Context: an optimization exercise on an open-source flow, tuned for small area and a short achievable clock period. The choices shown serve that exercise and are no tape-out recipe. In this exercise RTL edits were held to simulation tests only and were not proved equivalent to the original.

## flow/design.v (module list and top-level ports; edited modules follow where they fit)
// module ntt_fa: 10 lines
// module ntt_ha: 9 lines
// module ntt_block_radix2_pipelined: 2314 lines
module ntt_block_radix2_pipelined (
    input  logic         clk,
    input  logic         reset,
    input  logic         data_valid_in,
    input  logic         iNTT_mode,
    input  logic [127:0] Data_in,
    output logic [127:0] Data_out,
    output logic         data_valid_out,
    output logic         mode_out
);
  // ...
==> flow/flow/run.sh <==
#!/bin/bash
# Standard ORFS layout with the standard synthesis; only placement/CTS options differ.
set -o pipefail
bash standard.sh  "BUFFER_PORTS_ARGS=-buffer_cell sky130_fd_sc_hd__buf_2" "CTS_CLUSTER_SIZE=30" "CTS_CLUSTER_DIAMETER=150" finish > standard.log 2>&1
==> flow/standard.sh <==
#!/bin/bash
# synth_recipe.tcl (not shown) runs the flow's synth.tcl, then flattens the netlist and writes it again
# the make line also repeats each setting of config.mk as NAME=value (left out here)
make -C /OpenROAD-flow-scripts/flow DESIGN_CONFIG=/design/flow/config.mk WORK_HOME=/design/flow/orfs CLKGATE_MAP_FILE= SYNTH_SCRIPT=/design/flow/synth_recipe.tcl "${@:-finish}"
==> flow/config.mk <==
export PLATFORM = sky130hd
export DESIGN_NAME = ntt_block_radix2_pipelined
export DESIGN_NICKNAME = ntt_block_radix2_pipelined
export VERILOG_FILES = /design/flow/design.v
export SDC_FILE = /design/flow/constraint.sdc
export NUM_CORES = 4
export LEC_CHECK = 0
export CAP_MARGIN = 20
export CORE_MARGIN = 2
export CORE_UTILIZATION = 45
export SLEW_MARGIN = 20
export SYNTH_HIERARCHICAL = 1
export SYNTH_MINIMUM_KEEP_SIZE = 0
==> flow/constraint.sdc <==
create_clock -name core_clock -period 65.0 [get_ports {clk}]
set_input_delay 13.0000 -clock core_clock [delete_from_list [all_inputs] [get_ports {clk}]]
set_output_delay 13.0000 -clock core_clock [all_outputs]
set_load 0.01 [all_outputs]
==> results_dict.tcl, run 1 <==
set metrics [dict create \
    status "finished clean" \
    cp_top_family "flip-flops" \
    multi_input_area_share_pct 52.8 \
    cts_max_level 1 \
    final.setup.worst_slack_ns 50.95 \
    cp.arrival_ns 1.05 \
    use_met3_pct 4.21 \
    inverters 289 \
    largest_reg_flops 3 \
    timing.hold.ws_ns 0.337 \
    critical_path_buf_inv_count 1 \
    fmax_ghz 0.0712 \
    synth_top_family_by_area "adder cells" \
    max_slew.worst_pin.slew_ns 1.14 \
    cts-root-buf "clkbuf_16" \
    slew_headroom_pct 23.2 \
    ff2ff_setup_slack_ns 51.56 \
    dr.pass1.iters 5 \
    synth_nets 3026 \
    grt.met2_usage_pct 35.6 \
    synthAdderAreaFrac_pct 49.1 \
    vias 14800 \
    io_buffers 261 \
    clkLatencyLatePin_ns 0.59 \
    top_layer_used "met4" \
    synth_compound_area_share_pct 2.41 \
    cp-end-kind "output port" \
    first_iter_violations 752 \
    mostFrequentLayoutCell "fa_1" \
    netlist-cell-type-count 54 \
    place_area_um2 30900 \
]
==> run 2, diff against run 1 <==
==> flow/flow/run.sh (replaced) <==
#!/bin/bash
# Standard ORFS layout of the standard synthesis. Differences from the default flow:
# ports are buffered with buf_1
# and the CTS sink clustering is set explicitly.
set -o pipefail
bash standard.sh "BUFFER_PORTS_ARGS=-buffer_cell sky130_fd_sc_hd__buf_1"  "CTS_CLUSTER_SIZE=30" "CTS_CLUSTER_DIAMETER=150" finish > standard.log 2>&1
--- a/flow/config.mk
+++ b/flow/config.mk
@@ -7,7 +7,7 @@
 export LEC_CHECK = 0
 export CAP_MARGIN = 20
 export CORE_MARGIN = 2
-export CORE_UTILIZATION = 45
+export CORE_UTILIZATION = 55
 export SLEW_MARGIN = 20
 export SYNTH_HIERARCHICAL = 1
 export SYNTH_MINIMUM_KEEP_SIZE = 0
==> run 2 against run 1 <==
Net effect: still clean on timing, DRC and antenna; synthesized area did not move; clock skew fell by 0.012 ns; design area fell by 1.7%; hold slack improved by 0.0014 ns; critical path depth did not move; register-to-register slack got worse by 0.16 ns; synthesized cell count did not move; maximum frequency fell by 0.25%; global-route usage rose by 3.9 points; critical path type unchanged.
==> results_dict.tcl, run 2 <==
set metrics [dict create \
    rows 84 \
    drive_gt1_share_pct 1.86 \
    status "finished clean" \
    avgSynthCellArea_um2 14.0 \
    die_y_um 235 \
    yosysMostFrequentCell "fa_1" \
    overflow 0 \
    setup_viol 0 \
    cts_buffer_depth 3 \
    cp_top_family "flip-flops" \
    timing.hold.ws_ns 0.338 \
    cpMaxStageDelayCell "dfxtp_1" \
    fin_area_um2 30900 \
    final_cell_mix "fa_1 (608), dfxtp_1 (532), inv_1 (289)" \
    seqCellArea_um2 10700 \
    ff2ff_setup_slack_ns 51.40 \
    routedWlPerCell_um 22.7 \
    antenna_found_initial 1 \
    ys.flop_type "dfxtp_1" \
    first_iter_violations 769 \
    dieArea_um2 55400 \
    fmax_ghz 0.0710 \
    route.detailed.drc 0 \
    core_region_area_um2 52800 \
    place_area_um2 30300 \
    max_stage_delay_ns 0.35 \
    grt_max_degree 35 \
    slew_headroom_pct 32.7 \
    synth_area_um2 29400 \
    synth_nets 3026 \
    drv_cap 0 \
    dr.pass1.iters 5 \
    finClkSkew_ns 0.0192 \
    multi_input_area_um2 16600 \
    mostFrequentLayoutCell "fa_1" \
    hold_viol_final 0 \
    max_slew.worst_pin.slew_ns 1.01 \
    crit_chain "buf_1" \
    clkTransAtPathRegs_ns 0.11 \
    top_register "valid_pipe" \
    ios 262 \
    crit_path_start "q426" \
    synth_top_cells_by_count "fa_1 (608), dfxtp_1 (533), inv_1 (289)" \
    synth_edf_count 0 \
    cts_resized 0 \
    dp_cells 2923 \
    netlist-cell-type-count 54 \
    area_growth_pct 4.98 \
    place_ws_ns 51.42 \
    clkSinkCount 536 \
    cts_setup_buffers 0 \
    start_util_pct 55.8 \
    cp.arrival_ns 1.09 \
    ys.warnings.count 7 \
    yosysTopAreaCell "fa_1" \
    io_buffers 261 \
    numCtsBuffers 21 \
    fill_cells 4304 \
    yosysSeqAreaShare_pct 36.5 \
    gp_congestion 0.930 \
    rsz0062_at_grt "no" \
    critical_path_buf_inv_count 1 \
    hpwl_um 57100 \
    synthTopCellsByArea "fa_1 (41%), dfxtp_1 (36%), ha_1 (7.7%)" \
    grt_pass1_vias 16700 \
    min-delay-start "q164" \
    crit_type "reg -> out" \
    synthCells 2104 \
    slew_viol_final 0 \
    grt_usage_pct 25.3 \
    cts-root-buf "clkbuf_16" \
    worst-path-max-fanout 1 \
    synth-seq-cells 536 \
    drt.antenna.violating_nets 0 \
    netlist.area_leader.share_pct 41.3 \
    routed_wl_um 66800 \
    required_ns 52.00 \
    layoutNonFillerInstCount 2947 \
    period_share_pct 21.7 \
    r2r_start "q198" \
    vias 14800 \
    grt_pass1_wl_um 102000 \
    async_flop_share_pct 0.560 \
    clkLatencyLatePin_ns 0.57 \
    period_minus_slack_ns 14.09 \
    final.setup.worst_slack_ns 50.91 \
    cp-end-kind "output port" \
    start_kind "flip-flop" \
    largest_reg_flops 3 \
    die_w_um 235 \
    viasPerCell 5.01 \
    fin_tns_setup_ns 0 \
    postCtsHoldBufs 0 \
    hold_class "reg -> reg" \
    final_nets 3180 \
    cts_tree "built" \
    fin_util_pct 58.6 \
    cts_max_level 1 \
]
run 2: cell type report:
| cell class | instances | area share, % |
|---|---|---|
| antenna | 1 | 0.00810 |
| clock buffer | 22 | 1.71 |
| clock inverter | 1 | 0.0972 |
| inverter | 289 | 3.51 |
| multi-input combinational | 1140 | 53.7 |
| sequential | 536 | 34.8 |
| tap | 688 | 2.78 |
| timing repair buffer | 270 | 3.39 |
run 2: path summary, 6_finish.rpt:
check | end | cells after the start
setup / recovery | Data_out[19] | 1
hold / removal | q535 | 0
setup reg to reg | q296 | 33
hold reg to reg | q535 | 0
max in group asynchronous | valid_pipe[2] | 2
min in group asynchronous | valid_pipe[0] | 2
run 2: Yosys stat by module (local to each module, per instance):
| module | times used | cells inside | cell area (um2) |
|---|---|---|---|
| ntt_block_radix2_pipelined | 1 | 1501 | 17400 |
| ntt_fa | 603 | 1 | 20.0 |
run 2: cell families after synthesis:
group / after synthesis / share of synthesized area, %
AO/OA/AOI/OAI: 110 / 2.41
buffers and inverters: 428 / 7.10
AND/OR/NAND/NOR: 178 / 3.08
flip-flops: 536 / 36.5
adder cells (fa/ha/maj): 790 / 49.1
XOR/XNOR: 62 / 1.84
run 2: per-layer routing:
metal | GRT usage (%) | part of all wire, %
met5 | 0 | 0
met4 | 5.62 | 2.4
met3 | 3.93 | 4.2
met2 | 41.4 | 49
met1 | 36.1 | 45
==> run 3, diff against run 2 <==
==> flow/flow/run.sh (replaced) <==
#!/bin/bash
# Standard ORFS layout of the standard synthesis. Differences from the default flow:
# ports are buffered with buf_1 and the output-port buffers are then resized to buf_2
# (flow/post_gpl.tcl), and the CTS sink clustering is set explicitly.
set -o pipefail
bash standard.sh "POST_GLOBAL_PLACE_TCL=$PWD/flow/post_gpl.tcl" "BUFFER_PORTS_ARGS=-buffer_cell sky130_fd_sc_hd__buf_1"  "CTS_CLUSTER_SIZE=20" "CTS_CLUSTER_DIAMETER=100" finish > standard.log 2>&1
==> flow/flow/post_gpl.tcl (new file) <==
# The standard port buffering used buf_1 on every port; give the output ports a buf_2 instead.
set block [ord::get_db_block]
foreach bterm [$block getBTerms] {
  if {[$bterm getIoType] ne "OUTPUT"} { continue }
  set net [$bterm getNet]
  if {$net eq "NULL"} { continue }
  foreach iterm [$net getITerms] {
    if {![$iterm isOutputSignal]} { continue }
    set inst [$iterm getInst]
    if {[[$inst getMaster] getName] eq "sky130_fd_sc_hd__buf_1"} {
      replace_cell [get_cells [$inst getName]] sky130_fd_sc_hd__buf_2
    }
  }
}
--- a/flow/config.mk
+++ b/flow/config.mk
@@ -7,7 +7,7 @@
 export LEC_CHECK = 0
 export CAP_MARGIN = 20
 export CORE_MARGIN = 2
-export CORE_UTILIZATION = 55
+export CORE_UTILIZATION = 45
 export SLEW_MARGIN = 20
 export SYNTH_HIERARCHICAL = 1
 export SYNTH_MINIMUM_KEEP_SIZE = 0
==> run 3 against run 2 <==
Net effect: still clean; setup slack improved by 0.049 ns; hold slack got worse by 0.0052 ns; synthesized area did not move; count of clock-buffer cells in the layout rose by 16; maximum frequency rose by 0.35%; design area rose by 2.7%; cell count rose by 6.5%; critical path type unchanged; highest routed layer unchanged.
==> results_dict.tcl, run 3 <==
set metrics [dict create \
    critical_path_buf_inv_count 1 \
    overflow 0 \
    max_slew.worst_pin.slew_ns 1.02 \
    routed_wl_um 71000 \
    yosysSeqAreaShare_pct 36.5 \
    grt_usage_pct 22.0 \
    cp-end-kind "output port" \
    top_register "valid_pipe" \
    die_w_um 260 \
    dieArea_um2 67500 \
    grt_pass1_vias 17400 \
    rows 93 \
    max_stage_delay_ns 0.34 \
    synth-seq-cells 536 \
    status "finished clean" \
    seqCellArea_um2 10700 \
    dp_cells 3096 \
    slew_headroom_pct 31.9 \
    drt.antenna.violating_nets 0 \
    hold_class "reg -> reg" \
    cts_setup_buffers 0 \
    cpMaxStageDelayCell "dfxtp_1" \
    required_ns 52.00 \
    io_buffers 261 \
    fin_area_um2 31800 \
    synth_nets 3026 \
    cp_top_family "flip-flops" \
    fin_util_pct 49.2 \
    worst-path-max-fanout 1 \
    period_minus_slack_ns 14.04 \
    multi_input_area_um2 16600 \
    die_y_um 260 \
    finClkSkew_ns 0.0187 \
    area_growth_pct 7.85 \
    routedWlPerCell_um 22.6 \
    timing.hold.ws_ns 0.333 \
    drive_gt1_share_pct 8.75 \
    hpwl_um 60100 \
    vias 15000 \
    cts_tree "built" \
    cts-root-buf "clkbuf_16" \
    antenna_found_initial 0 \
    final_nets 3199 \
    place_area_um2 30800 \
    drv_cap 0 \
    ys.warnings.count 7 \
    ios 262 \
    core_region_area_um2 64600 \
    yosysMostFrequentCell "fa_1" \
    insertedDiodeCount 0 \
    grt_pass1_wl_um 107000 \
    clkLatencyLatePin_ns 0.57 \
    synthTopCellsByArea "fa_1 (41%), dfxtp_1 (36%), ha_1 (7.7%)" \
    clkTransAtPathRegs_ns 0.08 \
    route.detailed.drc 0 \
    cts_resized 0 \
    hold_viol_final 0 \
    clkSinkCount 536 \
    synthCells 2104 \
    yosysTopAreaCell "fa_1" \
    first_iter_violations 778 \
    avgSynthCellArea_um2 14.0 \
    final_cell_mix "fa_1 (608), dfxtp_1 (532), inv_1 (289)" \
    netlist-cell-type-count 54 \
    period_share_pct 21.6 \
    start_kind "flip-flop" \
    synth_edf_count 0 \
    async_flop_share_pct 0.560 \
    postCtsHoldBufs 0 \
    synth_area_um2 29400 \
    netlist.area_leader.share_pct 41.3 \
    largest_reg_flops 3 \
    rsz0062_at_grt "no" \
    mostFrequentLayoutCell "fa_1" \
    cts_max_level 2 \
    ys.flop_type "dfxtp_1" \
    numCtsBuffers 34 \
    start_util_pct 45.6 \
    crit_chain "buf_2" \
    fin_tns_setup_ns 0 \
    setup_viol 0 \
    cts_buffer_depth 3 \
    cp.arrival_ns 1.04 \
    crit_type "reg -> out" \
    viasPerCell 4.76 \
    grt_max_degree 35 \
    dr.pass1.iters 6 \
    layoutNonFillerInstCount 3140 \
    synth_top_cells_by_count "fa_1 (608), dfxtp_1 (533), inv_1 (289)" \
    slew_viol_final 0 \
    fill_cells 5698 \
    fmax_ghz 0.0712 \
]
[run 3: cell counts after synthesis]
No cell type changed its count.
[run 3: path summary, 6_finish.rpt]
check | start | end | slack (ns) | cells after the start
min in group asynchronous | reset | valid_pipe[1] | 12.28 | 2
hold / removal | q535 | q536 | 0.33 | 0
max in group asynchronous | reset | valid_pipe[0] | 52.60 | 2
hold reg to reg | q535 | q536 | 0.33 | 0
setup / recovery | q422 | Data_out[15] | 50.96 | 1
setup reg to reg | q146 | q402 | 51.46 | 32
[run 3: modules after synthesis (local to each module, per instance)]
module                      flip-flops and latches  area, um2  times used
ntt_block_radix2_pipelined                     536      17400           1
ntt_fa                                           0       20.0         603
[run 3: logic make-up after synthesis]
family	synth area share (%)
xor gates and xnor gates	1.84
buffers and inverters	7.10
AOI/OAI and AO/OA	2.41
and+or+nand+nor	3.08
adders and majority gates	49.1
DFF	36.5
[run 3: per-stage QoR]
stage,setup slack (ns)
finish,50.96
global route,50.89
CTS,50.92
detailed placement,51.49
global placement,51.53
floorplan,51.60
[run 3: area by class of cell]
| class | instances | area share (%) |
|---|---|---|
| tap | 855 | 3.37 |
| timing repair buffer | 276 | 3.95 |
| multi-input combinational | 1140 | 52.3 |
| sequential | 536 | 33.8 |
| inverter | 289 | 3.42 |
| clock inverter | 6 | 0.244 |
| clock buffer | 38 | 2.86 |
[run 3: per-layer routing]
layer  wire [um]  track usage [%]  vias up
li1            -                -     6673
met1       30200             29.2     7810
met2       34900             36.4      402
met3        4220             4.95       76
met4        1790             5.70        0
met5           0                0        -
==> run 4, diff against run 3 <==
==> flow/flow/run.sh (replaced) <==
#!/bin/bash
# Standard ORFS layout of the standard synthesis. Differences from the default flow:
# ports are buffered with buf_1 and the output-port buffers are then resized to buf_2
# (flow/post_gpl.tcl), and the CTS sink clustering is set explicitly.
set -o pipefail
bash standard.sh "POST_GLOBAL_PLACE_TCL=$PWD/flow/post_gpl.tcl" "BUFFER_PORTS_ARGS=-buffer_cell sky130_fd_sc_hd__buf_1"  "CTS_CLUSTER_SIZE=30" "CTS_CLUSTER_DIAMETER=150" finish > standard.log 2>&1
--- a/flow/config.mk
+++ b/flow/config.mk
@@ -7,7 +7,7 @@
 export LEC_CHECK = 0
 export CAP_MARGIN = 20
 export CORE_MARGIN = 2
-export CORE_UTILIZATION = 45
+export CORE_UTILIZATION = 60
 export SLEW_MARGIN = 20
 export SYNTH_HIERARCHICAL = 1
 export SYNTH_MINIMUM_KEEP_SIZE = 0
==> run 4 against run 3 <==
Net effect: count of clock-buffer cells in the layout is 16 lower; die area shrank 25%; clock skew increased by 0.028 ns; critical endpoint is now Data_out[123]; maximum frequency hardly changed; critical path depth unchanged.
==> results_dict.tcl, run 4 <==
set metrics [dict create \
    crit_path_start "q530" \
    period_minus_slack_ns 14.05 \
    die_w_um 226 \
    grt_pass1_vias 16600 \
    clkLatencyLatePin_ns 0.60 \
    r2r_end "q296" \
    cp-endpoint "Data_out[123]" \
    async_flop_share_pct 0.560 \
    cts-root-buf "clkbuf_16" \
    fin_tns_setup_ns 0 \
    critical_path_buf_inv_count 1 \
    yosysTopAreaCell "fa_1" \
    start_util_pct 60.5 \
    period_share_pct 21.6 \
    cts_resized 0 \
    core_region_area_um2 48600 \
    crit_type "reg -> out" \
    rows 81 \
    hold_viol_final 0 \
    ff2ff_setup_slack_ns 51.47 \
    worst-path-max-fanout 1 \
    status "finished clean" \
    netlist-cell-type-count 54 \
    mostFrequentLayoutCell "fa_1" \
    synth_nets 3026 \
    slew_viol_final 0 \
    start_kind "flip-flop" \
    max_stage_delay_ns 0.33 \
    layoutNonFillerInstCount 2880 \
    required_ns 52.00 \
    die_y_um 226 \
    synth_area_um2 29400 \
    ys.flop_type "dfxtp_1" \
    netlist.area_leader.share_pct 41.3 \
    max_slew.worst_pin.slew_ns 0.992 \
    r2r_start "q198" \
    rsz0062_at_grt "no" \
    hpwl_um 55300 \
    cts_tree "built" \
    cp.arrival_ns 1.05 \
    hold_class "reg -> reg" \
    grt_max_degree 35 \
    route.detailed.drc 0 \
    dieArea_um2 50900 \
    first_iter_violations 853 \
    largest_reg_flops 3 \
    overflow 0 \
    yosysSeqAreaShare_pct 36.5 \
    synth_edf_count 0 \
    antenna_found_initial 0 \
    clkTransAtPathRegs_ns 0.12 \
    fill_cells 3717 \
    ios 262 \
    routed_wl_um 65100 \
    avgSynthCellArea_um2 14.0 \
    clkSinkCount 536 \
    area_growth_pct 5.24 \
    crit_chain "buf_2" \
    numCtsBuffers 21 \
    io_buffers 261 \
    final_nets 3179 \
    ys.warnings.count 7 \
    routedWlPerCell_um 22.6 \
    timing.hold.ws_ns 0.340 \
    grt_pass1_wl_um 98500 \
    insertedDiodeCount 0 \
    final_cell_mix "fa_1 (608), dfxtp_1 (532), inv_1 (289)" \
    slew_headroom_pct 33.9 \
    setup_viol 0 \
    top_register "valid_pipe" \
    cp-end-kind "output port" \
    crit_cells 1 \
    drt.antenna.violating_nets 0 \
    grt_usage_pct 27.1 \
    drive_gt1_share_pct 7.62 \
    synthCells 2104 \
    cts_max_level 1 \
    cts_setup_buffers 0 \
    drv_cap 0 \
    yosysMostFrequentCell "fa_1" \
    postCtsHoldBufs 0 \
    cpMaxStageDelayCell "dfxtp_1" \
    cp_top_family "flip-flops" \
    dp_cells 2856 \
    synth-seq-cells 536 \
    viasPerCell 5.15 \
    rr_worst_depth 33 \
    fmax_ghz 0.0712 \
    synthTopCellsByArea "fa_1 (41%), dfxtp_1 (36%), ha_1 (7.7%)" \
    finClkSkew_ns 0.0463 \
    dr.pass1.iters 7 \
    vias 14800 \
    synth_top_cells_by_count "fa_1 (608), dfxtp_1 (533), inv_1 (289)" \
    cts_buffer_depth 3 \
]
==> run 4: cell types whose count changed in the layout (fill, tap and decap cells not counted) <==
cell	delta
inv_16	-2
clkbuf_16	-14
clkinv_4	-1
inv_6	-1
nor4_2	-1
inv_8	-1
clkbuf_8	-2
buf_4	-7
nor4_1	+1
bufinv_16	+1
==> run 4: worst min path at each step <==
stage               endpoint  slack (ns)  from  cells past startpoint
floorplan               q535        0.31  q164                      0
global placement        q535        0.31  q164                      0
detailed placement      q535        0.31  q164                      0
CTS                     q535        0.34  q164                      0
global route            q536        0.35  q535                      0
finish                  q535        0.34  q164                      0
==> run 4: modules after synthesis, one instance, submodules excluded <==
module	area (um2)	copies in the design
ntt_block_radix2_pipelined	17400	1
ntt_fa	20.0	603
==> run 4: kinds of logic after synthesis <==
group,Yosys count,share of synthesized area [%]
adder cells (fa/ha/maj),790,49.1
flip-flops,536,36.5
AO/OA/AOI/OAI,110,2.41
buffers and inverters,428,7.10
XOR/XNOR,62,1.84
AND/OR/NAND/NOR,178,3.08
==> run 4: cell type report <==
cell class	count	area, um2	share of cell area [%]
clock buffer	22	529	1.71
clock inverter	2	38.8	0.125
inverter	289	1080	3.50
multi-input combinational	1140	16600	53.6
sequential	536	10700	34.7
tap	622	778	2.51
timing repair buffer	269	1200	3.88
==> run 4: per-layer routing <==
layer  global-route usage (%)  routed length, um  vias up
met2                     43.6              31100      444
li1                         -                  -     6617
met3                     5.19               3710       84
met4                     7.20               1990        0
met1                     38.1              28200     7675
met5                        0                  0        -
==> run 4: per-stage QoR <==
step | utilization (%) | cell area, um2 | setup WS, ns
CTS | 63.7 | 31000 | 50.91
global placement | 62.2 | 30300 | 51.53
finish | 63.7 | 31000 | 50.95
floorplan | - | 29400 | 51.60
global route | 63.7 | 31000 | 50.90
detailed placement | 62.5 | 30400 | 51.46
==> run 5, diff against run 4 <==
--- a/flow/config.mk
+++ b/flow/config.mk
@@ -7,7 +7,7 @@
 export LEC_CHECK = 0
 export CAP_MARGIN = 20
 export CORE_MARGIN = 2
-export CORE_UTILIZATION = 60
+export CORE_UTILIZATION = 55
 export SLEW_MARGIN = 20
 export SYNTH_HIERARCHICAL = 1
 export SYNTH_MINIMUM_KEEP_SIZE = 0
==> run 5 against run 4 <==
Net effect: cell count up 2.3%; clock skew shrank 0.032 ns; critical path type unchanged; critical path depth unchanged; sequential share of layout area shrank 0.094 points; wire length rose by 2.7%; synthesized area did not move; count of clock-buffer cells in the layout did not move; utilization is 4.8 points lower; sequential cell count did not move; non-clock buffer count up 1.
==> results_dict.tcl, run 5 <==
set metrics [dict create \
    avgSynthCellArea_um2 14.0 \
    synth_xor_area_share_pct 1.84 \
    synth_compound_area_share_pct 2.41 \
    yosysSeqAreaShare_pct 36.5 \
    status "finished clean" \
    cts_resized 0 \
    ys.warnings.count 7 \
    slew_viol_final 0 \
    synthCells 2104 \
    crit_chain "buf_2" \
    cts_max_level 1 \
    final_cell_mix "fa_1 (608), dfxtp_1 (532), inv_1 (289)" \
    clkLatencyLatePin_ns 0.57 \
    synth-simple-area-share_pct 3.08 \
    cts_setup_buffers 0 \
    drive_gt1_share_pct 7.62 \
    async_flop_share_pct 0.560 \
    synthTopCellsByArea "fa_1 (41%), dfxtp_1 (36%), ha_1 (7.7%)" \
    layoutNonFillerInstCount 2947 \
    dieArea_um2 55400 \
    fmax_ghz 0.0712 \
    clkSinkCount 536 \
    start_util_pct 55.8 \
    setup_viol 0 \
    slew_headroom_pct 33.1 \
    dp_cells 2923 \
    postCtsHoldBufs 0 \
    grt_pass1_wl_um 102000 \
    synth_top_cells_by_count "fa_1 (608), dfxtp_1 (533), inv_1 (289)" \
    numCtsBuffers 21 \
    crit_type "reg -> out" \
    ys.flop_type "dfxtp_1" \
    seqCellArea_um2 10700 \
    clkTransAtPathRegs_ns 0.11 \
    grt_usage_pct 25.2 \
    required_ns 52.00 \
    fill_cells 4233 \
    max_stage_delay_ns 0.34 \
    drt.antenna.violating_nets 0 \
    synth_edf_count 0 \
    worst-path-max-fanout 1 \
    largest_reg_flops 3 \
    finClkSkew_ns 0.0140 \
    mostFrequentLayoutCell "fa_1" \
    die_w_um 235 \
    fin_tns_setup_ns 0 \
    timing.hold.ws_ns 0.339 \
    synthAdderAreaFrac_pct 49.1 \
    synth_top_family_by_area "adder cells" \
    synth_area_um2 29400 \
    synthMuxAreaShare_pct 0 \
    io_buffers 261 \
    drv_cap 0 \
    routed_wl_um 66800 \
    hold_viol_final 0 \
    yosysMostFrequentCell "fa_1" \
    cp_top_family "flip-flops" \
    ff2ff_setup_slack_ns 51.40 \
    synth-seq-cells 536 \
    route.detailed.drc 0 \
    rows 84 \
    yosysTopAreaCell "fa_1" \
    core_region_area_um2 52800 \
    cp.arrival_ns 1.04 \
    grt_pass1_vias 16700 \
    cts-root-buf "clkbuf_16" \
    top_register "valid_pipe" \
    multi_input_area_um2 16600 \
    dr.pass1.iters 4 \
    ios 262 \
    max_slew.worst_pin.slew_ns 1.00 \
    viasPerCell 5.01 \
    fin_area_um2 31100 \
    cts_tree "built" \
    start_kind "flip-flop" \
    vias 14800 \
    synth_nets 3026 \
    period_share_pct 21.6 \
    final_nets 3180 \
    cp-end-kind "output port" \
    cpMaxStageDelayCell "dfxtp_1" \
    cts_buffer_depth 3 \
    hpwl_um 57200 \
    hold_class "reg -> reg" \
    grt_max_degree 35 \
    antenna_found_initial 1 \
    critical_path_buf_inv_count 1 \
    place_area_um2 30500 \
    routedWlPerCell_um 22.7 \
    netlist.area_leader.share_pct 41.3 \
    area_growth_pct 5.53 \
    first_iter_violations 704 \
    netlist-cell-type-count 54 \
    die_y_um 235 \
    period_minus_slack_ns 14.04 \
    rsz0062_at_grt "no" \
    overflow 0 \
]
[run 5: cells by family after synthesis]
family	count (synthesis)
xor+xnor	62
flops	536
buf+inv	428
simple gates	178
fa+ha+maj	790
compound gates	110
[run 5: path summary, 6_finish.rpt]
path | startpoint | end | depth (start not counted)
max | q426 | Data_out[19] | 1
min | q164 | q535 | 0
max reg2reg | q198 | q296 | 33
min reg2reg | q164 | q535 | 0
max in group asynchronous | reset | valid_pipe[1] | 2
min in group asynchronous | reset | valid_pipe[0] | 2
[run 5: routing by layer]
metal | share of wire, % | up-vias | track usage (%)
met5 | 0 | - | 0
met4 | 2.0 | 0 | 4.77
met3 | 5.4 | 55 | 4.14
met2 | 49 | 369 | 41.7
met1 | 44 | 7720 | 35.8
li1 | - | 6622 | -
[run 5: area by class of cell]
cell class	instances	share of cell area (%)
Multi-Input combinational cell	1140	53.5
Sequential cell	536	34.6
Timing Repair Buffer	270	3.89
Inverter	289	3.49
Tap cell	688	2.77
Clock buffer	22	1.70
Clock inverter	1	0.0966
Antenna cell	1	0.00805
[run 5: modules after synthesis (local to each module, per instance)]
module,cell area (um2),flip-flops and latches,cells
ntt_block_radix2_pipelined,17400,536,1501
ntt_fa,20.0,0,1
[run 5: per-stage QoR]
| step | setup slack, ns | utilization (%) |
|---|---|---|
| after floorplan | 51.60 | - |
| after global placement | 51.54 | 57.5 |
| after detailed placement | 51.40 | 57.8 |
| after CTS | 50.93 | 58.9 |
| after global routing | 50.91 | 58.9 |
| final | 50.96 | 58.9 |
==> run 6, diff against run 5 <==
==> flow/flow/run.sh (replaced) <==
#!/bin/bash
# Standard ORFS layout of the standard synthesis. Differences from the default flow:
# ports are buffered with buf_1 and the output-port buffers are then resized to buf_2
# (flow/post_gpl.tcl), and the CTS sink clustering is set explicitly.
set -o pipefail
bash standard.sh "POST_GLOBAL_PLACE_TCL=$PWD/flow/post_gpl.tcl" "BUFFER_PORTS_ARGS=-buffer_cell sky130_fd_sc_hd__buf_1"  "CTS_CLUSTER_SIZE=30" "CTS_CLUSTER_DIAMETER=150" "CTS_BUF_DISTANCE=400" finish > standard.log 2>&1
==> run 6 against run 5 <==
Net effect: still clean on timing, DRC and antenna; count of clock-buffer cells in the layout unchanged; hold slack is the same; via count unchanged; first-iteration DRC count unchanged; wire length is the same; clock skew unchanged; global-route usage did not move; synthesized area did not move; sequential cell count unchanged; largest cell class unchanged; critical path depth unchanged.
==> results_dict.tcl, run 6 <==
set metrics [dict create \
    final_cell_mix "fa_1 (608), dfxtp_1 (532), inv_1 (289)" \
    cts_tree "built" \
    die_y_um 235 \
    drt.antenna.violating_nets 0 \
    fin_area_um2 31100 \
    synthCells 2104 \
    critical_path_buf_inv_count 1 \
    drive_gt1_share_pct 7.62 \
    slew_viol_final 0 \
    numCtsBuffers 21 \
    r2r_start "q198" \
    route.detailed.drc 0 \
    synth-seq-cells 536 \
    cts-root-buf "clkbuf_16" \
    antenna_found_initial 1 \
    yosysSeqAreaShare_pct 36.5 \
    cp.arrival_ns 1.04 \
    dieArea_um2 55400 \
    synth_edf_count 0 \
    rows 84 \
    overflow 0 \
    netlist.area_leader.share_pct 41.3 \
    finClkSkew_ns 0.0140 \
    core_region_area_um2 52800 \
    rsz0062_at_grt "no" \
    top_register "valid_pipe" \
    viasPerCell 5.01 \
    period_minus_slack_ns 14.04 \
    routed_wl_um 66800 \
    synth_top_cells_by_count "fa_1 (608), dfxtp_1 (533), inv_1 (289)" \
    min-delay-start "q164" \
    yosysMostFrequentCell "fa_1" \
    grt_pass1_vias 16700 \
    synthTopCellsByArea "fa_1 (41%), dfxtp_1 (36%), ha_1 (7.7%)" \
    ys.flop_type "dfxtp_1" \
    clkSinkCount 536 \
    vias 14800 \
    fmax_ghz 0.0712 \
    postCtsHoldBufs 0 \
    ios 262 \
    worst-path-max-fanout 1 \
    dr.pass1.iters 4 \
    grt_usage_pct 25.2 \
    grt_pass1_wl_um 102000 \
    hold_class "reg -> reg" \
    fin_tns_setup_ns 0 \
    crit_chain "buf_2" \
    yosysTopAreaCell "fa_1" \
    cpMaxStageDelayCell "dfxtp_1" \
    clkTransAtPathRegs_ns 0.11 \
    synth_area_um2 29400 \
    start_util_pct 55.8 \
    setup_viol 0 \
    max_stage_delay_ns 0.34 \
    clkLatencyLatePin_ns 0.57 \
    avgSynthCellArea_um2 14.0 \
    routedWlPerCell_um 22.7 \
    hpwl_um 57200 \
    synth_nets 3026 \
    first_iter_violations 704 \
    grt_max_degree 35 \
    slew_headroom_pct 33.1 \
    period_share_pct 21.6 \
    place_area_um2 30500 \
    ys.warnings.count 7 \
    cts_buffer_depth 3 \
    drv_cap 0 \
    cp_top_family "flip-flops" \
    crit_path_start "q426" \
    start_kind "flip-flop" \
    mostFrequentLayoutCell "fa_1" \
    crit_type "reg -> out" \
    async_flop_share_pct 0.560 \
    die_w_um 235 \
    hold_viol_final 0 \
    io_buffers 261 \
    area_growth_pct 5.53 \
    final_nets 3180 \
    cts_resized 0 \
    netlist-cell-type-count 54 \
    cp-end-kind "output port" \
    status "finished clean" \
    cts_max_level 1 \
    cts_setup_buffers 0 \
    required_ns 52.00 \
    largest_reg_flops 3 \
    max_slew.worst_pin.slew_ns 1.00 \
]
run 6: cell counts in the layout (fill, tap and decap cells not counted):
No cell type changed its count.
run 6: path summary, 6_finish.rpt:
path,end,slack (ns),cells after the start
min reg2reg,q535,0.34,0
min in group asynchronous,valid_pipe[0],12.27,2
max reg2reg,q296,51.40,33
max in group asynchronous,valid_pipe[1],52.60,2
max,Data_out[19],50.96,1
min,q535,0.34,0
run 6: logic make-up after synthesis:
family          synth area share [%]
flops                           36.5
buf+inv                         7.10
fa+ha+maj                       49.1
simple gates                    3.08
compound gates                  2.41
xor+xnor                        1.84
run 6: cell type report:
cell class | instances | area, um2
Antenna cell | 1 | 2.50
Clock buffer | 22 | 529
Clock inverter | 1 | 30.0
Fill cell | 4233 | 21700
Inverter | 289 | 1080
Multi-Input combinational cell | 1140 | 16600
Sequential cell | 536 | 10700
Tap cell | 688 | 861
Timing Repair Buffer | 270 | 1210
run 6: modules after synthesis, one instance, submodules excluded:
| module | flip-flops and latches | area, um2 |
|---|---|---|
| ntt_fa | 0 | 20.0 |
| ntt_block_radix2_pipelined | 536 | 17400 |
run 6: routing by layer:
layer	global-route usage [%]	routed length, um
met1	35.8	29400
met2	41.7	32500
met3	4.14	3630
met4	4.77	1340
met5	0	0
run 6: worst register-to-register path, delay by kind of cell (launching register included):
family | cells | cell delay, ns
flops | 1 | 0.34
fa+ha+maj | 33 | 13.17
run 6: per-stage QoR:
step                util [%]  hold WS, ns  worst slack, ns  cells
global placement        57.5        0.310            51.54   2923
CTS                     58.9        0.339            50.93   2946
finish                  58.9        0.339            50.96   2947
global route            58.9        0.346            50.91   2946
floorplan                  -        0.310            51.60   2104
detailed placement      57.8        0.312            51.40   2923
==> run 7, diff against run 6 <==
==> flow/flow/run.sh (replaced) <==
#!/bin/bash
# Standard ORFS layout of the standard synthesis. Differences from the default flow:
# ports are buffered with buf_1 and the output-port buffers are then resized to buf_2
# (flow/post_gpl.tcl), and the CTS sink clustering is set explicitly.
set -o pipefail
bash standard.sh "POST_GLOBAL_PLACE_TCL=$PWD/flow/post_gpl.tcl" "BUFFER_PORTS_ARGS=-buffer_cell sky130_fd_sc_hd__buf_1"  "CTS_ARGS=-sink_clustering_enable -repair_clock_nets -sink_clustering_size 30 -sink_clustering_max_diameter 150 -balance_levels" finish > standard.log 2>&1
==> run 7 against run 6 <==
Net effect: still clean; synthesized area unchanged; global-route usage unchanged; first-iteration DRC count unchanged; critical path type unchanged; critical endpoint unchanged.
==> results_dict.tcl, run 7 <==
set metrics [dict create \
    start_util_pct 55.8 \
    yosysTopAreaCell "fa_1" \
    vias 14800 \
    synthAdderAreaFrac_pct 49.1 \
    synth_compound_area_share_pct 2.41 \
    slew_viol_final 0 \
    routedWlPerCell_um 22.7 \
    synthMuxAreaShare_pct 0 \
    clkTransAtPathRegs_ns 0.11 \
    synth_top_family_by_area "adder cells" \
    period_share_pct 21.6 \
    cts_tree "built" \
    final_nets 3180 \
    die_y_um 235 \
    numCtsBuffers 21 \
    yosysMostFrequentCell "fa_1" \
    synth-simple-area-share_pct 3.08 \
    synth_xor_area_share_pct 1.84 \
    cts_resized 0 \
    hpwl_um 57200 \
    cpMaxStageDelayCell "dfxtp_1" \
    drt.antenna.violating_nets 0 \
    rsz0062_at_grt "no" \
    grt_max_degree 35 \
    cts_max_level 1 \
    fmax_ghz 0.0712 \
    start_kind "flip-flop" \
    synth_edf_count 0 \
    rows 84 \
    required_ns 52.00 \
    critical_path_buf_inv_count 1 \
    grt_pass1_wl_um 102000 \
    synthCells 2104 \
    clkLatencyLatePin_ns 0.57 \
    cp_top_family "flip-flops" \
    core_region_area_um2 52800 \
    ys.flop_type "dfxtp_1" \
    drv_cap 0 \
    ios 262 \
    async_flop_share_pct 0.560 \
    fin_tns_setup_ns 0 \
    io_buffers 261 \
    clkSinkCount 536 \
    synth_area_um2 29400 \
    route.detailed.drc 0 \
    grt_usage_pct 25.2 \
    fin_util_pct 58.9 \
    hold_class "reg -> reg" \
    timing.hold.ws_ns 0.339 \
    largest_reg_flops 3 \
    cp-end-kind "output port" \
    crit_chain "buf_2" \
    fin_area_um2 31100 \
    worst-path-max-fanout 1 \
    routed_wl_um 66800 \
    synth_top_cells_by_count "fa_1 (608), dfxtp_1 (533), inv_1 (289)" \
    period_minus_slack_ns 14.04 \
    max_stage_delay_ns 0.34 \
    place_area_um2 30500 \
    antenna_found_initial 1 \
    max_slew.worst_pin.slew_ns 1.00 \
    final_cell_mix "fa_1 (608), dfxtp_1 (532), inv_1 (289)" \
    top_register "valid_pipe" \
    mostFrequentLayoutCell "fa_1" \
    synth_nets 3026 \
    netlist.area_leader.share_pct 41.3 \
    cts_setup_buffers 0 \
    yosysSeqAreaShare_pct 36.5 \
    dr.pass1.iters 4 \
    hold_viol_final 0 \
    viasPerCell 5.01 \
    overflow 0 \
    postCtsHoldBufs 0 \
    cp.arrival_ns 1.04 \
    avgSynthCellArea_um2 14.0 \
    synth-seq-cells 536 \
    synthTopCellsByArea "fa_1 (41%), dfxtp_1 (36%), ha_1 (7.7%)" \
    cts_buffer_depth 3 \
    area_growth_pct 5.53 \
    first_iter_violations 704 \
    netlist-cell-type-count 54 \
    setup_viol 0 \
    finClkSkew_ns 0.0140 \
    ys.warnings.count 7 \
    cts-root-buf "clkbuf_16" \
    die_w_um 235 \
    crit_type "reg -> out" \
    grt_pass1_vias 16700 \
    drive_gt1_share_pct 7.62 \
    status "finished clean" \
    slew_headroom_pct 33.1 \
    dieArea_um2 55400 \
]
-- run 7: cell counts in the layout (fill, tap and decap cells not counted) --
No cell type changed its count.
-- run 7: per-module statistics from Yosys (local to each module, per instance) --
module	copies in the design	flip-flops and latches	cell area [um2]	cells
ntt_block_radix2_pipelined	1	536	17400	1501
ntt_fa	603	0	20.0	1
-- run 7: cell type report --
cell class	instances	area, um2
antenna	1	2.50
clock buffer	22	529
clock inverter	1	30.0
fill	4233	21700
inverter	289	1080
multi-input combinational	1140	16600
sequential	536	10700
tap	688	861
timing repair buffer	270	1210
-- run 7: path summary, 6_finish.rpt --
path	startpoint	end	slack, ns	depth (start not counted)
worst min-delay path	q164	q535	0.34	0
worst max register to register	q198	q296	51.40	33
max in group asynchronous	reset	valid_pipe[1]	52.60	2
worst max-delay path	q426	Data_out[19]	50.96	1
min in group asynchronous	reset	valid_pipe[0]	12.27	2
worst min register to register	q164	q535	0.34	0
-- run 7: logic make-up (layout without fill, tap and decap cells) --
| kind of cell | after synthesis | after routing |
|---|---|---|
| flops | 536 | 536 |
| compound gates | 110 | 110 |
| fa+ha+maj | 790 | 790 |
| buf+inv | 428 | 582 |
| other cells | 0 | 1 |
| xor+xnor | 62 | 62 |
| simple gates | 178 | 178 |
-- run 7: through the flow --
stage          worst slack, ns  cells
2_1_floorplan            51.60   2104
3_3_place_gp             51.54   2923
3_5_place_dp             51.40   2923
4_1_cts                  50.93   2946
5_1_grt                  50.91   2946
6_report                 50.96   2947
-- run 7: layer usage --
layer / vias to the layer above / wire, um / global-route usage, %
li1: 6622 / - / -
met1: 7720 / 29400 / 35.8
met2: 369 / 32500 / 41.7
met3: 55 / 3630 / 4.14
met4: 0 / 1340 / 4.77
met5: - / 0 / 0
==> run 8, diff against run 7 <==
==> flow/flow/run.sh (replaced) <==
#!/bin/bash
# Standard ORFS layout of the standard synthesis. Differences from the default flow:
# ports are buffered with buf_1 and the output-port buffers are then resized to buf_2
# (flow/post_gpl.tcl), and the CTS sink clustering is set explicitly.
set -o pipefail
bash standard.sh "POST_GLOBAL_PLACE_TCL=$PWD/flow/post_gpl.tcl" "BUFFER_PORTS_ARGS=-buffer_cell sky130_fd_sc_hd__buf_1"  "CTS_ARGS=-sink_clustering_enable -repair_clock_nets -sink_clustering_size 30 -sink_clustering_max_diameter 150 -sink_clustering_levels 1" finish > standard.log 2>&1
==> run 8 against run 7 <==
Net effect: maximum frequency stayed put; count of clock-buffer cells in the layout is the same; sequential share of layout area unchanged; wire length stayed put; synthesized cell count stayed put; design area unchanged; die area is the same; first-iteration DRC count is the same.
==> results_dict.tcl, run 8 <==
set metrics [dict create \
    finClkSkew_ns 0.0140 \
    cp.arrival_ns 1.04 \
    final.setup.worst_slack_ns 50.96 \
    crit_path_start "q426" \
    cts_setup_buffers 0 \
    numCtsBuffers 21 \
    area_growth_pct 5.53 \
    synth_area_um2 29400 \
    cts-root-buf "clkbuf_16" \
    yosysSeqAreaShare_pct 36.5 \
    place_ws_ns 51.40 \
    synthTopCellsByArea "fa_1 (41%), dfxtp_1 (36%), ha_1 (7.7%)" \
    worst-path-max-fanout 1 \
    largest_reg_flops 3 \
    mostFrequentLayoutCell "fa_1" \
    grt_max_degree 35 \
    routedWlPerCell_um 22.7 \
    synthCells 2104 \
    core_region_area_um2 52800 \
    setup_viol 0 \
    final_cell_mix "fa_1 (608), dfxtp_1 (532), inv_1 (289)" \
    grt_pass1_vias 16700 \
    viasPerCell 5.01 \
    synth_edf_count 0 \
    clkTransAtPathRegs_ns 0.11 \
    cpMaxStageDelayCell "dfxtp_1" \
    grt_usage_pct 25.2 \
    slew_headroom_pct 33.1 \
    netlist-cell-type-count 54 \
    postCtsHoldBufs 0 \
    hpwl_um 57200 \
    async_flop_share_pct 0.560 \
    clkLatencyLatePin_ns 0.57 \
    status "finished clean" \
    rsz0062_at_grt "no" \
    fmax_ghz 0.0712 \
    hold_viol_final 0 \
    start_kind "flip-flop" \
    r2r_start "q198" \
    cts_tree "built" \
    seqCellArea_um2 10700 \
    critical_path_buf_inv_count 1 \
    first_iter_violations 704 \
    ios 262 \
    route.detailed.drc 0 \
    io_buffers 261 \
    slew_viol_final 0 \
    cts_buffer_depth 3 \
    ys.flop_type "dfxtp_1" \
    period_minus_slack_ns 14.04 \
    avgSynthCellArea_um2 14.0 \
    dp_cells 2923 \
    synth_top_cells_by_count "fa_1 (608), dfxtp_1 (533), inv_1 (289)" \
    drt.antenna.violating_nets 0 \
    cts_resized 0 \
    drive_gt1_share_pct 7.62 \
    vias 14800 \
    multi_input_area_um2 16600 \
    antenna_found_initial 1 \
    min-delay-start "q164" \
    place_area_um2 30500 \
    fill_cells 4233 \
    hold_path_depth 0 \
    dieArea_um2 55400 \
    layoutNonFillerInstCount 2947 \
    final_nets 3180 \
    max_stage_delay_ns 0.34 \
    start_util_pct 55.8 \
    overflow 0 \
    crit_type "reg -> out" \
    crit_chain "buf_2" \
    period_share_pct 21.6 \
    die_y_um 235 \
    cp-end-kind "output port" \
    drv_cap 0 \
    yosysTopAreaCell "fa_1" \
    rr_worst_depth 33 \
    netlist.area_leader.share_pct 41.3 \
    cp_top_family "flip-flops" \
    holdPathEnd "q535" \
    synth_nets 3026 \
    die_w_um 235 \
    fin_tns_setup_ns 0 \
    grt_pass1_wl_um 102000 \
    clkSinkCount 536 \
    top_register "valid_pipe" \
    ys.warnings.count 7 \
    required_ns 52.00 \
    yosysMostFrequentCell "fa_1" \
    max_slew.worst_pin.slew_ns 1.00 \
    routed_wl_um 66800 \
    fin_area_um2 31100 \
    rows 84 \
    r2r_end "q296" \
    hold_class "reg -> reg" \
    dr.pass1.iters 4 \
    cts_max_level 1 \
    synth-seq-cells 536 \
    ff2ff_setup_slack_ns 51.40 \
]
-- run 8: cell counts after synthesis --
No cell type changed its count.
-- run 8: worst max-delay path by stage --
stage / end / slack, ns / cells past startpoint
after CTS: Data_out[19] / 50.93 / 1
after global routing: Data_out[75] / 50.91 / 1
final: Data_out[19] / 50.96 / 1
after detailed placement: q296 / 51.40 / 33
after global placement: Data_out[8] / 51.54 / 1
after floorplan: Data_out[0] / 51.60 / 1
-- run 8: cells by family (layout without fill, tap and decap cells) --
kind of cell,Yosys count,in the layout,share of synthesized area [%]
AO/OA/AOI/OAI,110,110,2.41
buffers and inverters,428,582,7.10
adder cells (fa/ha/maj),790,790,49.1
XOR/XNOR,62,62,1.84
flip-flops,536,536,36.5
AND/OR/NAND/NOR,178,178,3.08
other,0,1,0
-- run 8: metrics by stage --
| step | utilization (%) | hold slack (ns) |
|---|---|---|
| after floorplan | - | 0.310 |
| after global placement | 57.5 | 0.310 |
| after detailed placement | 57.8 | 0.312 |
| after CTS | 58.9 | 0.339 |
| after global routing | 58.9 | 0.346 |
| final | 58.9 | 0.339 |
-- run 8: worst reg2reg max path: cells and delay by family, from the launching register on --
family | cells | cell delay, ns
adders and majority gates | 33 | 13.17
DFF | 1 | 0.34
-- run 8: area by class of cell --
class,count,area share (%)
Multi-Input combinational cell,1140,53.5
Sequential cell,536,34.6
Timing Repair Buffer,270,3.89
Inverter,289,3.49
Tap cell,688,2.77
Clock buffer,22,1.70
Clock inverter,1,0.0966
Antenna cell,1,0.00805
-- run 8: Yosys stat by module (local to each module, per instance) --
module | flops+latches | area (um2) | cells inside
ntt_fa | 0 | 20.0 | 1
ntt_block_radix2_pipelined | 536 | 17400 | 1501
-- run 8: layer usage --
metal / wire length (um) / part of all wire [%] / global-route usage, %
met5: 0 / 0 / 0
met3: 3630 / 5.4 / 4.14
met4: 1340 / 2.0 / 4.77
met2: 32500 / 49 / 41.7
met1: 29400 / 44 / 35.8
==> run 9, diff against run 8 <==
==> flow/flow/run.sh (replaced) <==
#!/bin/bash
# Standard ORFS layout with the standard synthesis; only port-buffer cells and CTS clustering differ.
set -o pipefail
bash standard.sh "POST_GLOBAL_PLACE_TCL=$PWD/flow/post_gpl.tcl" "BUFFER_PORTS_ARGS=-buffer_cell sky130_fd_sc_hd__buf_1" "CTS_CLUSTER_SIZE=30" "CTS_CLUSTER_DIAMETER=150" finish > standard.log 2>&1
--- a/flow/config.mk
+++ b/flow/config.mk
@@ -7,7 +7,7 @@
 export LEC_CHECK = 0
 export CAP_MARGIN = 20
 export CORE_MARGIN = 2
-export CORE_UTILIZATION = 55
+export CORE_UTILIZATION = 45
 export SLEW_MARGIN = 20
 export SYNTH_HIERARCHICAL = 1
 export SYNTH_MINIMUM_KEEP_SIZE = 0
==> run 9 against run 8 <==
Net effect: global-route usage is 3.5 points lower; synthesized area stayed put; synthesized cell count stayed put; highest routed layer unchanged; non-clock buffer count is 6 higher.
==> results_dict.tcl, run 9 <==
set metrics [dict create \
    rsz0062_at_grt "no" \
    yosysTopAreaCell "fa_1" \
    grt_usage_pct 21.7 \
    slew_viol_final 0 \
    die_y_um 260 \
    numCtsBuffers 21 \
    core_region_area_um2 64600 \
    mostFrequentLayoutCell "fa_1" \
    cts_buffer_depth 3 \
    grt_pass1_vias 17200 \
    rows 93 \
    cts_setup_buffers 0 \
    clkTransAtPathRegs_ns 0.11 \
    drt.antenna.violating_nets 0 \
    io_buffers 261 \
    synthTopCellsByArea "fa_1 (41%), dfxtp_1 (36%), ha_1 (7.7%)" \
    critical_path_buf_inv_count 1 \
    cts_max_level 1 \
    yosysSeqAreaShare_pct 36.5 \
    ios 262 \
    required_ns 52.00 \
    ys.flop_type "dfxtp_1" \
    area_growth_pct 6.40 \
    period_minus_slack_ns 14.05 \
    cp.arrival_ns 1.05 \
    first_iter_violations 700 \
    cts_tree "built" \
    start_kind "flip-flop" \
    async_flop_share_pct 0.560 \
    dr.pass1.iters 5 \
    period_share_pct 21.6 \
    antenna_found_initial 1 \
    netlist.area_leader.share_pct 41.3 \
    synth_top_cells_by_count "fa_1 (608), dfxtp_1 (533), inv_1 (289)" \
    drive_gt1_share_pct 7.95 \
    route.detailed.drc 0 \
    synth_nets 3026 \
    worst-path-max-fanout 1 \
    max_stage_delay_ns 0.35 \
    synth_area_um2 29400 \
    synth-seq-cells 536 \
    ys.warnings.count 7 \
    yosysMostFrequentCell "fa_1" \
    hpwl_um 60100 \
    setup_viol 0 \
    crit_chain "buf_2" \
    synthCells 2104 \
    clkLatencyLatePin_ns 0.58 \
    final_cell_mix "fa_1 (608), dfxtp_1 (532), inv_1 (289)" \
    largest_reg_flops 3 \
    grt_pass1_wl_um 106000 \
    final_nets 3186 \
    max_slew.worst_pin.slew_ns 1.01 \
    drv_cap 0 \
    viasPerCell 4.77 \
    netlist-cell-type-count 54 \
    cts_resized 0 \
    vias 14900 \
    cp-end-kind "output port" \
    start_util_pct 45.6 \
    cpMaxStageDelayCell "dfxtp_1" \
    grt_max_degree 35 \
    dieArea_um2 67500 \
    finClkSkew_ns 0.0206 \
    top_register "valid_pipe" \
    avgSynthCellArea_um2 14.0 \
    hold_viol_final 0 \
    overflow 0 \
    cts-root-buf "clkbuf_16" \
    status "finished clean" \
    fmax_ghz 0.0712 \
    routed_wl_um 70700 \
    routedWlPerCell_um 22.6 \
    hold_class "reg -> reg" \
    fin_tns_setup_ns 0 \
    clkSinkCount 536 \
    slew_headroom_pct 32.4 \
    cp_top_family "flip-flops" \
    crit_type "reg -> out" \
    synth_edf_count 0 \
    postCtsHoldBufs 0 \
    die_w_um 260 \
]
## run 9: cell counts after synthesis
No cell type changed its count.
## run 9: routing by layer
layer / track usage (%) / share of wire (%)
met1: 29.1 / 43
met2: 36.3 / 49
met3: 4.41 / 5.5
met4: 5.09 / 2.6
met5: 0 / 0
## run 9: worst paths after layout
path	startpoint	to	slack, ns	cells after the start
hold / removal	q535	q536	0.34	0
hold reg to reg	q535	q536	0.34	0
max in group asynchronous	reset	valid_pipe[0]	52.60	2
min in group asynchronous	reset	valid_pipe[1]	12.27	2
setup reg to reg	q146	q402	51.47	32
setup / recovery	q422	Data_out[15]	50.95	1
## run 9: logic make-up after synthesis
family,Yosys count,share of synthesized area [%]
compound gates,110,2.41
xor+xnor,62,1.84
fa+ha+maj,790,49.1
buf+inv,428,7.10
flops,536,36.5
simple gates,178,3.08
## run 9: modules after synthesis, one instance, submodules excluded
module / area [um2] / flops+latches / copies in the design
ntt_block_radix2_pipelined: 17400 / 536 / 1
ntt_fa: 20.0 / 0 / 603
## run 9: cell type report
type	count	area, um2
multi-input cells	1140	16600
inverters	289	1080
fillers	5743	33300
diodes	1	2.50
clock buffers	24	557
flip-flops and latches	536	10700
repair buffers	276	1250
well taps	855	1070
## run 9: stage by stage
stage | instance area, um2 | std cells | util [%] | hold WS (ns) | worst slack (ns)
finish | 31300 | 3121 | 48.5 | 0.340 | 50.95
global route | 31300 | 3120 | 48.5 | 0.346 | 50.89
floorplan | 29400 | 2104 | - | 0.310 | 51.60
detailed placement | 30800 | 3096 | 47.6 | 0.318 | 51.49
global placement | 30600 | 3096 | 47.4 | 0.311 | 51.53
CTS | 31300 | 3120 | 48.5 | 0.345 | 50.91

## re-timing with driven ports
No port has a modelled driver above. Below, the same layouts with a new extraction and two added sets of constraints.
Step 1 assumes that a clkbuf_16 drives the clock port and a buf_2 every other input.
Step 2, shift: input delay + t, output delay - t, t = (earliest + latest rising clock arrival at the registers) / 2. This alone moves slack from input paths to output paths.
Three values: ideal, step 1, step 2; two values: the first two.
| run | t (ns) | slack for setup (ns) | hold slack, ns | worst register clock-pin slew, ns | cell pins on the clock port's net |
|---|---|---|---|---|---|
| run 1 | 0.634 | 50.949 / 50.893 / 51.527 | 0.337 / 0.337 / 0.337 | 0.12 / 0.12 | 1 |
| run 2 | 0.628 | 50.914 / 50.852 / 51.405 | 0.338 / 0.338 / 0.338 | 0.12 / 0.12 | 1 |
| run 3 | 0.621 | 50.963 / 50.906 / 51.462 | 0.333 / 0.333 / 0.333 | 0.08 / 0.08 | 1 |
| run 4 | 0.633 | 50.951 / 50.890 / 51.471 | 0.340 / 0.340 / 0.340 | 0.12 / 0.12 | 1 |
| run 5 | 0.621 | 50.959 / 50.900 / 51.402 | 0.339 / 0.339 / 0.339 | 0.11 / 0.11 | 1 |
| run 6 | 0.621 | 50.959 / 50.900 / 51.402 | 0.339 / 0.339 / 0.339 | 0.11 / 0.11 | 1 |
| run 7 | 0.621 | 50.959 / 50.900 / 51.402 | 0.339 / 0.339 / 0.339 | 0.11 / 0.11 | 1 |
| run 8 | 0.621 | 50.959 / 50.900 / 51.402 | 0.339 / 0.339 / 0.339 | 0.11 / 0.11 | 1 |
| run 9 | 0.623 | 50.953 / 50.896 / 51.472 | 0.340 / 0.340 / 0.340 | 0.12 / 0.12 | 1 |
After both steps every run listed still meets setup and hold.
